What follows belongs to an exercise in optimizing a design on an open flow for small area; a production flow would make more cautious choices. Where RTL was checked, it was by simulation tests only, not by an equivalence proof against the original. Power is estimated from default activity; no workload was simulated.

## pid_bank
module pid_bank (
	input          clk,
	input          rst,
	input          sample,
	input  [7:0]   ch_reset,
	input  [7:0]   k1,
	input  [7:0]   k2,
	input  [7:0]   k3,
	input  [255:0] e_in,
	output [255:0] u_out
);
	reg [255:0] U, E, A, B;
	reg [6:0]   ph;
	reg         run, idl;          
	reg         rt;                
	reg         clr;               
	reg [7:0]   cres;              
	reg [23:0]  kT, kR;
	reg [10:0]  accb;              
	assign u_out = U;
	wire [23:0] k     = {k3, k2, k1};
	wire        bnd   = (ph == 7'd127);
	wire        tick  = sample & ~rst;
	wire [2:0]  ch    = ph[6:4];
	wire        first = (ph[3:0] == 4'd0);
	wire        rot   = run & ~rt;                 
	wire        crm   = rot & cres[ch];           
	wire        mz    = clr | crm;
	wire [1:0] xb = clr ? 2'b00 : (rt ? A[1:0] : E[1:0]);
	wire [1:0] x0 = mz  ? 2'b00 : (rt ? B[1:0] : A[1:0]);
	wire [1:0] x1 = mz  ? 2'b00 : (rt ? E[1:0] : B[1:0]);
	wire [1:0] tU = mz  ? 2'b00 : U[1:0];
	wire [8:0] d1 = {1'b0, kT[7:0]}   - {1'b0, kR[7:0]};
	wire [8:0] d2 = {1'b0, kR[15:8]}  - {1'b0, kT[15:8]};
	wire [8:0] d3 = {1'b0, kT[23:16]} - {1'b0, kR[23:16]};
	function [8:0] pp;
		input [8:0] d;
		input       x;
		pp = x ? {~d[8], d[7:0]} : 9'h100;
	endfunction
	wire [10:0] ab = first ? 11'd768 : accb;
	wire [12:0] sum = tU + ab
	                + pp(d1, xb[0]) + {pp(d1, xb[1]), 1'b0}
	                + pp(d2, x0[0]) + {pp(d2, x0[1]), 1'b0}
	                + pp(d3, x1[0]) + {pp(d3, x1[1]), 1'b0};
	wire        pend  = run & bnd;                  
	wire        clr_n = clr & ~pend;
	wire        rt_n  = ~tick & (rt | pend);
	wire        need  = (k != kT) | clr_n | ~rt_n;
	wire [1:0] E_in = clr ? 2'b00 : (rot ? B[1:0] & {2{~crm}} : E[1:0]);
	wire [1:0] A_in = clr ? 2'b00 : (rot ? E[1:0] : A[1:0]);
	wire [1:0] B_in = clr ? 2'b00 : (rot ? A[1:0] & {2{~crm}} : B[1:0]);
	always @(posedge clk) begin
		A <= {A_in, A[255:2]};
		B <= {B_in, B[255:2]};
		accb <= sum[12:2];
		U <= ({256{run}} & {sum[1:0], U[255:2]}) | ({256{idl}} & U);
		E <= ({256{tick}} & e_in) | ({256{run}} & {E_in, E[255:2]}) | ({256{~(tick|run)}} & E);
		if (bnd)
			kT <= k;
		if (tick)
			cres <= ch_reset;
		if (rst) begin
			ph  <= 7'd127;
			run <= 1'b0;
			idl <= 1'b1;
			rt  <= 1'b1;
			clr <= 1'b1;
		end else begin
			ph  <= ph + 7'd1;
			if (tick)
				kR <= 24'd0;
			else if (pend)
				kR <= kT;
  ...
For scale: ~1,100 flip-flops, about 33,000 µm² of cells after synthesis.
==> flow/config.mk <==
export PLATFORM = sky130hd
export DESIGN_NAME = pid_bank
export DESIGN_NICKNAME = pid_bank
export VERILOG_FILES = /design/flow/design.v
export SDC_FILE = /design/flow/constraint.sdc
export NUM_CORES = 4
export LEC_CHECK = 0
export CAP_MARGIN = 20
export CORE_MARGIN = 2
export CORE_UTILIZATION = 75
export PLACE_DENSITY = 0.85
export SLEW_MARGIN = 20
==> flow/constraint.sdc <==
create_clock -name core_clock -period 20.0 [get_ports {clk}]
set_input_delay 4.0000 -clock core_clock [delete_from_list [all_inputs] [get_ports {clk}]]
set_output_delay 4.0000 -clock core_clock [all_outputs]
set_load 0.01 [all_outputs]
standard.sh (not shown) runs the stock make flow with config.mk's settings and CLKGATE_MAP_FILE= SYNTH_SCRIPT=/design/flow/synth_recipe.tcl, a recipe that flattens the netlist after the stock synthesis.
==> flow/flow/run.sh <==
#!/bin/bash
# Layout flow: the standard flow (standard.sh) with two changes:
#  - the ports are buffered with sky130_fd_sc_hd__buf_1 (buffer_ports
#    -buffer_cell) instead of the cell buffer_ports picks by itself; every
#    port still gets its own buffer;
#  - clock tree synthesis clusters up to 20 registers per leaf buffer.
# The full output of the flow goes to standard.log here.
set -euo pipefail
export BUFFER_PORTS_ARGS="-buffer_cell sky130_fd_sc_hd__buf_1"
export CTS_ARGS="-sink_clustering_enable -repair_clock_nets -buf_list sky130_fd_sc_hd__clkbuf_8 -sink_clustering_size 20 -sink_clustering_max_diameter 50 -sink_buffer_max_cap_derate 1.0"
bash standard.sh > standard.log 2>&1
Next try:
==> flow/flow/run.sh (replaced) <==
#!/bin/bash
# Layout flow: the standard flow (standard.sh) with two changes:
#  - the ports are buffered with sky130_fd_sc_hd__buf_1 (buffer_ports
#    -buffer_cell) instead of the cell buffer_ports picks by itself; every
#    port still gets its own buffer;
#  - clock tree synthesis clusters up to 30 registers per leaf buffer.
# The full output of the flow goes to standard.log here.
set -euo pipefail
export BUFFER_PORTS_ARGS="-buffer_cell sky130_fd_sc_hd__buf_1"
export CTS_ARGS="-sink_clustering_enable -repair_clock_nets -buf_list sky130_fd_sc_hd__clkbuf_16 -sink_clustering_size 30 -sink_clustering_max_diameter 70 -sink_buffer_max_cap_derate 1.0"
bash standard.sh > standard.log 2>&1
=>
- The new run went through all stages and came out clean
- total power rose by 0.32%
- cell count fell by about 0.9%
- register-to-register slack is better by 0.09 ns
- final area barely changes
- clock skew fell by 0.0068 ns

---

Another version of the RTL of pid_bank (not shown whole).
Size in the first run: roughly 3000 cells after synthesis, ~550 I/O pins.
clock: 20.0 ns
lec_check: 0
cap_margin: 20
core_margin: 2
core_utilization: 40
slew_margin: 20
==> flow/flow/run.sh <==
#!/bin/bash
# Layout flow: the standard flow (standard.sh) with two changes:
#  - the ports are buffered with sky130_fd_sc_hd__buf_1 (buffer_ports
#    -buffer_cell) instead of the cell buffer_ports picks by itself; every
#    port still gets its own buffer;
#  - clock tree synthesis clusters up to 30 registers per leaf buffer.
# The full output of the flow goes to standard.log here.
set -euo pipefail
export BUFFER_PORTS_ARGS="-buffer_cell sky130_fd_sc_hd__buf_1"
export CTS_ARGS="-sink_clustering_enable -repair_clock_nets -buf_list sky130_fd_sc_hd__clkbuf_16 -sink_clustering_size 30 -sink_clustering_max_diameter 60 -sink_buffer_max_cap_derate 1.0"
bash standard.sh > standard.log 2>&1
Next try:
--- a/flow/flow/run.sh
+++ b/flow/flow/run.sh
@@ -6 +6 @@
-#  - clock tree synthesis clusters up to 30 registers per leaf buffer.
+#  - clock tree synthesis clusters up to 25 registers per leaf buffer.
@@ -10 +10 @@
-export CTS_ARGS="-sink_clustering_enable -repair_clock_nets -buf_list sky130_fd_sc_hd__clkbuf_16 -sink_clustering_size 30 -sink_clustering_max_diameter 60 -sink_buffer_max_cap_derate 1.0"
+export CTS_ARGS="-sink_clustering_enable -repair_clock_nets -buf_list sky130_fd_sc_hd__clkbuf_16 -sink_clustering_size 25 -sink_clustering_max_diameter 80 -sink_buffer_max_cap_derate 1.0"
Effect:
- clock-buffer cell count is lower by 18
- combinational power hardly moves
- utilization fell by 1.3 points
- die area is unchanged
- register-to-register slack is better by 50 ps
- worst setup slack is better by 110 ps
- global-route usage decreases by 0.22 points
- sequential share of layout area came out higher by 1.6 points
Next try:
==> flow/run.sh (new file) <==
#!/bin/bash
# synth_recipe.tcl (not shown) runs the flow's synth.tcl, then flattens the netlist and writes it again
# the make line also repeats each setting of config.mk as NAME=value (left out here)
make -C /OpenROAD-flow-scripts/flow DESIGN_CONFIG=/design/flow/config.mk WORK_HOME=/design/flow/orfs CLKGATE_MAP_FILE= SYNTH_SCRIPT=/design/flow/synth_recipe.tcl finish
CTS_BUF_LIST = sky130_fd_sc_hd__clkbuf_4   (was default)
CTS_CLUSTER_SIZE = 20   (was default)
removed: flow/flow/run.sh
removed: flow/standard.sh
After rerunning:
- The new run completed with no timing, DRC or antenna violations
- final cell count increases by a little under a tenth
- sequential power is about the same
- total power increases by about a fifth
- synthesized cell count stays the same
- non-clock buffer count decreases by 3
Next try:
CTS_BUF_LIST = sky130_fd_sc_hd__clkbuf_8   (was sky130_fd_sc_hd__clkbuf_4)
CTS_CLUSTER_SIZE = 30   (was 20)
Result: Cell area stays flat. Power rose slightly. Maximum frequency is lower by a few percent. First-iteration DRC count goes up by a few percent. Sequential cell count stays the same. Worst setup slack gets worse by 320 ps. Area after synthesis is unchanged.
Next try:
==> flow/flow/run.sh (new file) <==
#!/bin/bash
# Layout flow: the standard flow (standard.sh) with one change: the
# ports are buffered with sky130_fd_sc_hd__buf_1 (buffer_ports -buffer_cell)
# instead of the cell buffer_ports picks by itself. Every port still gets its
# own buffer. The full output of the flow goes to standard.log here.
set -euo pipefail
export BUFFER_PORTS_ARGS="-buffer_cell sky130_fd_sc_hd__buf_1"
bash standard.sh > standard.log 2>&1
==> flow/standard.sh (new file) <==
#!/bin/bash
# synth_recipe.tcl (not shown) runs the flow's synth.tcl, then flattens the netlist and writes it again
# the make line also repeats each setting of config.mk as NAME=value (left out here)
make -C /OpenROAD-flow-scripts/flow DESIGN_CONFIG=/design/flow/config.mk WORK_HOME=/design/flow/orfs CLKGATE_MAP_FILE= SYNTH_SCRIPT=/design/flow/synth_recipe.tcl "${@:-finish}"
CTS_BUF_LIST = default   (was sky130_fd_sc_hd__clkbuf_8)
CTS_CLUSTER_SIZE = default   (was 30)
removed: flow/run.sh
Clock skew falls by 21 ps.
Core utilization decreases by 3.7 points.
Global-route usage is lower by 0.94 points.
Area after synthesis stays the same.
Synthesized cell count stays the same.
Total power goes up by a few percent.
Non-clock buffer count increases by 3.
Function was not checked in any run of this note: the RTL went through the layout flow alone.

---

## job 101
Another version of the RTL of pid_bank (not shown whole).
Size: about 1100 flip-flops, roughly 550 I/O pins, roughly 33000 um^2 of cells after synthesis.
## pid_bank
module pid_bank (
	input          clk,
	input          rst,
	input          sample,
	input  [7:0]   ch_reset,
	input  [7:0]   k1,
	input  [7:0]   k2,
	input  [7:0]   k3,
	input  [255:0] e_in,
	output [255:0] u_out
);
	reg [255:0] U, E, A, B;
	reg [6:0]   ph;
	reg         run, idl;          
	reg         rt;                
	reg         clr;               
	reg [7:0]   cres;              
	reg [23:0]  kT, kR;
	reg [10:0]  accb;              
	assign u_out = U;
	wire [23:0] k     = {k3, k2, k1};
	wire        bnd   = (ph == 7'd127);
	wire        tick  = sample & ~rst;
	wire [2:0]  ch    = ph[6:4];
	wire        first = (ph[3:0] == 4'd0);
	wire        rot   = run & ~rt;                 
	wire        crm   = rot & cres[ch];           
	wire        mz    = clr | crm;
	wire [1:0] xb = clr ? 2'b00 : (rt ? A[1:0] : E[1:0]);
	wire [1:0] x0 = mz  ? 2'b00 : (rt ? B[1:0] : A[1:0]);
	wire [1:0] x1 = mz  ? 2'b00 : (rt ? E[1:0] : B[1:0]);
	wire [1:0] tU = mz  ? 2'b00 : U[1:0];
	wire [8:0] d1 = {1'b0, kT[7:0]}   - {1'b0, kR[7:0]};
	wire [8:0] d2 = {1'b0, kR[15:8]}  - {1'b0, kT[15:8]};
	wire [8:0] d3 = {1'b0, kT[23:16]} - {1'b0, kR[23:16]};
	function [8:0] pp;
		input [8:0] d;
		input       x;
		pp = x ? {~d[8], d[7:0]} : 9'h100;
	endfunction
	wire [10:0] ab = first ? 11'd1024 : accb;
	wire [12:0] sum = tU + ab + 13'd768
	                + pp(d1, xb[0]) + {pp(d1, xb[1]), 1'b0}
	                + pp(d2, x0[0]) + {pp(d2, x0[1]), 1'b0}
	                + pp(d3, x1[0]) + {pp(d3, x1[1]), 1'b0};
	wire        pend  = run & bnd;                  
	wire        clr_n = clr & ~pend;
	wire        rt_n  = ~tick & (rt | pend);
	wire        need  = (k != kT) | clr_n | ~rt_n;
	wire [1:0] E_in = clr ? 2'b00 : (rot ? B[1:0] & {2{~crm}} : E[1:0]);
	wire [1:0] A_in = clr ? 2'b00 : (rot ? E[1:0] : A[1:0]);
  ...
make LEC_CHECK=0 CAP_MARGIN=20 CORE_MARGIN=2 CORE_UTILIZATION=55 PLACE_DENSITY=0.7 SLEW_MARGIN=20 finish   # period 20.0 ns
run.sh (not shown) runs the stock make flow with config.mk's settings and CLKGATE_MAP_FILE= SYNTH_SCRIPT=/design/flow/synth_recipe.tcl, a recipe that flattens the netlist after the stock synthesis.
Stock flow here: none of the scripts above is used.
Job 101 finished every step from synthesis to the final layout, and the layout passed the timing, DRC and antenna checks.
Setup changes, job 101 to job 102
- changing CORE_UTILIZATION from 55 to 75
- changing PLACE_DENSITY from 0.7 to 0.85
Results
Run status, job 102: aborted in clock tree synthesis (4_1_cts), error DPL-0033
From job 102 to job 101, total clock sinks did not move at all.
Job 102 against job 101: die extent in x went down about 14%, initial core utilization rose 20 points, half-perimeter wire length of the detailed placement result has increased, height of the die fell 35 um.

afterwards: timing with drivers on the ports:
The flow's constraints put no driver on any port. The routed layouts listed below were extracted and timed again, unchanged, in two steps. Step 1 assumes that a clkbuf_16 drives the clock port and a buf_2 every other input. Step 2 moves the port delays by t, midway between the first and last clock arrival at a register: inputs arrive t later, outputs are due t later. That takes back most of the time a late clock gives input paths. Slacks: no drivers / after step 1 / after step 2; pairs: no drivers / after step 1.
| run | t (ns) | setup WS [ns] | clock arrival spread, ns |
|---|---|---|---|
| the first run of note 1 | 0.706 | 13.545 / 13.545 / 13.507 | 0.042 / 0.041 |
| the second run of note 1 | 0.671 | 13.635 / 13.635 / 13.468 | 0.031 / 0.031 |
| the first run of note 2 | 0.692 | 11.834 / 11.875 / 11.184 | 0.042 / 0.041 |
| the second run of note 2 | 0.684 | 11.941 / 11.981 / 11.296 | 0.037 / 0.037 |
| the third run of note 2 | 1.107 | 12.760 / 12.796 / 11.690 | 0.097 / 0.097 |
| the fourth run of note 2 | 0.853 | 12.439 / 12.478 / 11.625 | 0.061 / 0.061 |
| the fifth run of note 2 | 0.712 | 11.888 / 11.928 / 11.217 | 0.036 / 0.035 |
| job 101 | 0.701 | 13.484 / 13.484 / 12.862 | 0.025 / 0.026 |
After both steps setup and hold are still met in every run listed. The setup slack of the third run of note 2, which loses most, moves by +0.036 ns with the drivers and by -1.070 ns with both steps.
